This design comes from an exercise in tuning for small area, a short achievable clock period and few clock cycles per item on the open sky130 flow, not from production work. Only simulation tests tie the RTL to the original design; equivalence was not proved. Power figures rest on the tool's default switching activity, not on a simulated workload.

==> inputs of run B <==
==> flow/design.v (excerpt) <==
module controller #(
    parameter DW = 16
)(
    input clk,
    input rst,
    input start,
    input signed [DW-1:0] x0,
    input signed [DW-1:0] x1,
    input signed [DW-1:0] x2,
    input signed [DW-1:0] w00, input signed [DW-1:0] w01, input signed [DW-1:0] w02,
    input signed [DW-1:0] w10, input signed [DW-1:0] w11, input signed [DW-1:0] w12,
    input signed [DW-1:0] w20, input signed [DW-1:0] w21, input signed [DW-1:0] w22,
    input signed [2*DW-1:0] b0,
    input signed [2*DW-1:0] b1,
    input signed [2*DW-1:0] b2,
    output signed [2*DW-1:0] y0,
    output signed [2*DW-1:0] y1,
    output signed [2*DW-1:0] y2,
    output done
);
Settings: LEC_CHECK=0, ABC_AREA=1, CAP_MARGIN=20, CORE_MARGIN=2, CORE_UTILIZATION=55, CTS_CLUSTER_DIAMETER=80, CTS_CLUSTER_SIZE=24, SLEW_MARGIN=20, SYNTH_HIERARCHICAL=1, SYNTH_MINIMUM_KEEP_SIZE=0; clock period 10.0 ns.
standard.sh (not shown) runs the stock make flow with config.mk's settings and CLKGATE_MAP_FILE= SYNTH_SCRIPT=/design/flow/synth_recipe.tcl, a recipe that flattens the netlist after the stock synthesis.
==> flow/flow/run.sh <==
#!/bin/bash
# Standard layout (the standard.sh: unchanged synthesis and steps), with
#  - the timing repair asked to leave a larger setup margin than the 10 ns clock
#    needs, so that the resizer works on the paths that set the achieved period;
#  - the port buffers made with the smallest buffer cell (every port still gets one).
set -euo pipefail
M=$(cat flow/margin.txt)
bash standard.sh SETUP_SLACK_MARGIN=$M "BUFFER_PORTS_ARGS=-buffer_cell sky130_fd_sc_hd__buf_1" finish > flow_make.log 2>&1
==> flow/flow/margin.txt <==
7.1
==> run H (differences from run B) <==
==> flow/flow/margin.txt (replaced) <==
6.9
- CORE_UTILIZATION: 55 -> 62
- CTS_CLUSTER_SIZE: 24 -> 22
==> run R (differences from run B) <==
==> flow/flow/margin.txt (replaced) <==
6.7
==> comparison table <==
| item | run B | run H | run R |
|---|---|---|---|
| Run status | no timing/DRC/antenna violations | no timing/DRC/antenna violations | no timing/DRC/antenna violations |
| Combinational fraction of design power | 64.3% | 64.5% | 63.8% |
| Worst IR Drop VDD | 0.452 mV | 0.637 mV | 0.459 mV |
| Routed via count | 58800 | 58400 | 56800 |
| Clock period minus final worst setup slack | 3.17 ns | 3.20 ns | 3.41 ns |
| Effective utilization at floorplan | 55.6% | 62.2% | 55.6% |
| End of the worst hold path | r3540 | r3596 | r3540 |
| 1st-pass router iterations | 8 | 7 | 8 |
| Type of the worst setup path | flip-flop to primary output | flip-flop to flip-flop | flip-flop to flip-flop |
| Die area | 140000 sq um | 125000 sq um | 140000 sq um |
| Layout Skew | 0.0419 ns | 0.0427 ns | 0.0410 ns |
| CP endpoint kind | primary output | flip-flop | flip-flop |
| Power dissipated in combinational cells | 20.1 mW | 19.9 mW | 19.5 mW |
| Tightest Pin Transition | 0.916 ns | 1.19 ns | 1.22 ns |
| Footprint of the flip-flops and latches | 22900 sq um | 22800 sq um | 22700 sq um |
| Number of antenna violations at the first check in global routing | 20 | 23 | 22 |
| Post-DP HPWL | 214 mm | 206 mm | 214 mm |
| Sw Share | 48.2% | 48.4% | 48.6% |
| Core Footprint | 136000 sq um | 121000 sq um | 136000 sq um |
| Overall Power | 31.2 mW | 30.9 mW | 30.6 mW |
| Crit path buf inv count | 1 | 0 | 1 |
| Count of standard-cell rows | 135 | 128 | 135 |
Testbench counts of run B, summed over its fixed seeds: cycles 2,080, items 2,048.
Testbench counts of run H, summed over its fixed seeds: cycles 2,080, items 2,048.
Testbench counts of run R, summed over its fixed seeds: cycles 2,080, items 2,048.

==> inputs of run Y <==
Starting RTL as in the previous note.
export LEC_CHECK = 0
export ABC_AREA = 1
export CAP_MARGIN = 20
export CORE_MARGIN = 2
export CORE_UTILIZATION = 55
export CTS_CLUSTER_DIAMETER = 60
export CTS_CLUSTER_SIZE = 18
export SLEW_MARGIN = 20
export SYNTH_HIERARCHICAL = 1
export SYNTH_MINIMUM_KEEP_SIZE = 0
create_clock -name core_clock -period 10.0 [get_ports {clk}]
==> flow/flow/margin.txt <==
6.9
Scripts as last shown in full above: flow/flow/run.sh
==> inputs of run C, as changes to run Y <==
==> flow/flow/run.sh (replaced) <==
#!/bin/bash
# Standard layout (the standard.sh, unchanged synthesis and steps), with the
# timing repair asked to leave a larger setup margin than the 10 ns clock needs,
# so that the resizer works on the paths that set the achieved period.
set -euo pipefail
M=$(cat flow/margin.txt)
bash standard.sh SETUP_SLACK_MARGIN=$M finish > flow_make.log 2>&1
CTS_CLUSTER_DIAMETER = default   (was 60)
CTS_CLUSTER_SIZE = default   (was 18)
==> inputs of run P, as changes to run Y <==
CTS_CLUSTER_DIAMETER = 80   (was 60)
CTS_CLUSTER_SIZE = 24   (was 18)
==> out/qor.txt <==
Arrival @ worst endpoint: 1.21 ns
hold path startpoint: r2965$_DFF_P_
DR WL met3: 43,700 um
Worst Tran Pin Value: 1.04 ns
status: complete, no violations
initial antenna violation count: 19
fraction of layout cells with a size suffix above 1: 0.0980
end of the critical path: y2[1]
Comb power frac: 0.620
Fillers: 11,300
inverters: 606
area of the multi-input gates: 48,700 um^2
Sw Ratio: 0.478
Flop pwr share: 0.242
CP cell instances: buf_6
# the run above: run Y

==> out/qor.txt <==
adder-cell share of the synthesized area: 0.340
Fillers: 11,000
hold path startpoint: r2965$_DFF_P_
number of enable flip-flop cells after synthesis: 0
Sw Ratio: 0.464
Comb power frac: 0.606
Flop pwr share: 0.237
Arrival @ worst endpoint: 1.21 ns
inverters: 606
status: complete, no violations
GPL Wtd Cong: 1.01
area of the multi-input gates: 48,700 um^2
DR WL met3: 45,600 um
Worst Setup SP: yr2[0]$_DFF_P_
WHS: 0.324 ns
end of the critical path: y2[0]
CP cell instances: buf_2
# the run above: run C

==> out/qor.txt <==
area of the multi-input gates: 48,600 um^2
Comb power frac: 0.640
Fillers: 11,400
initial antenna violation count: 23
Flop pwr share: 0.249
CP cell instances: inv_1 -> o22ai_1 -> xor2_1 -> fa_1 -> fa_1
hold path startpoint: r2967$_DFF_P_
fraction of layout cells with a size suffix above 1: 0.0897
inverters: 607
Arrival @ worst endpoint: 3.81 ns
Sw Ratio: 0.484
status: complete, no violations
DR WL met3: 43,400 um
# the run above: run P

Testbench counts of run Y, summed over its fixed seeds: cycles 2,080, items 2,048.
Testbench counts of run C, summed over its fixed seeds: cycles 2,080, items 2,048.
Testbench counts of run P, summed over its fixed seeds: cycles 2,080, items 2,048.

[separate check: timing with driven ports]
No port has a modelled driver above. Below, the same layouts with a new extraction and two added sets of constraints.
Step 1 assumes that a clkbuf_16 drives the clock port and a buf_2 every other input.
Step 2 also shifts input and output timing later by t, the mid clock arrival at the registers, as if the neighbouring blocks saw the same clock.
a / b / c = ideal ports / drivers / drivers and shift; a / b = the first two.
run | shift t [ns] | setup slack, ns | worst setup path at the end
run B | 0.801 | 6.834 / 6.745 / 6.797 | input to register
run H | 0.794 | 6.801 / 6.732 / 6.801 | register to register
run R | 0.793 | 6.588 / 6.588 / 6.588 | register to register
run Y | 0.835 | 6.792 / 6.706 / 6.812 | input to register
run C | 0.873 | 6.785 / 6.693 / 6.498 | input to register
run P | 0.792 | 6.782 / 6.751 / 6.782 | register to register
After both steps setup and hold are still met in every run listed. For run C, which loses most, drivers alone change the setup slack by -0.092 ns; drivers and shift together by -0.287 ns.
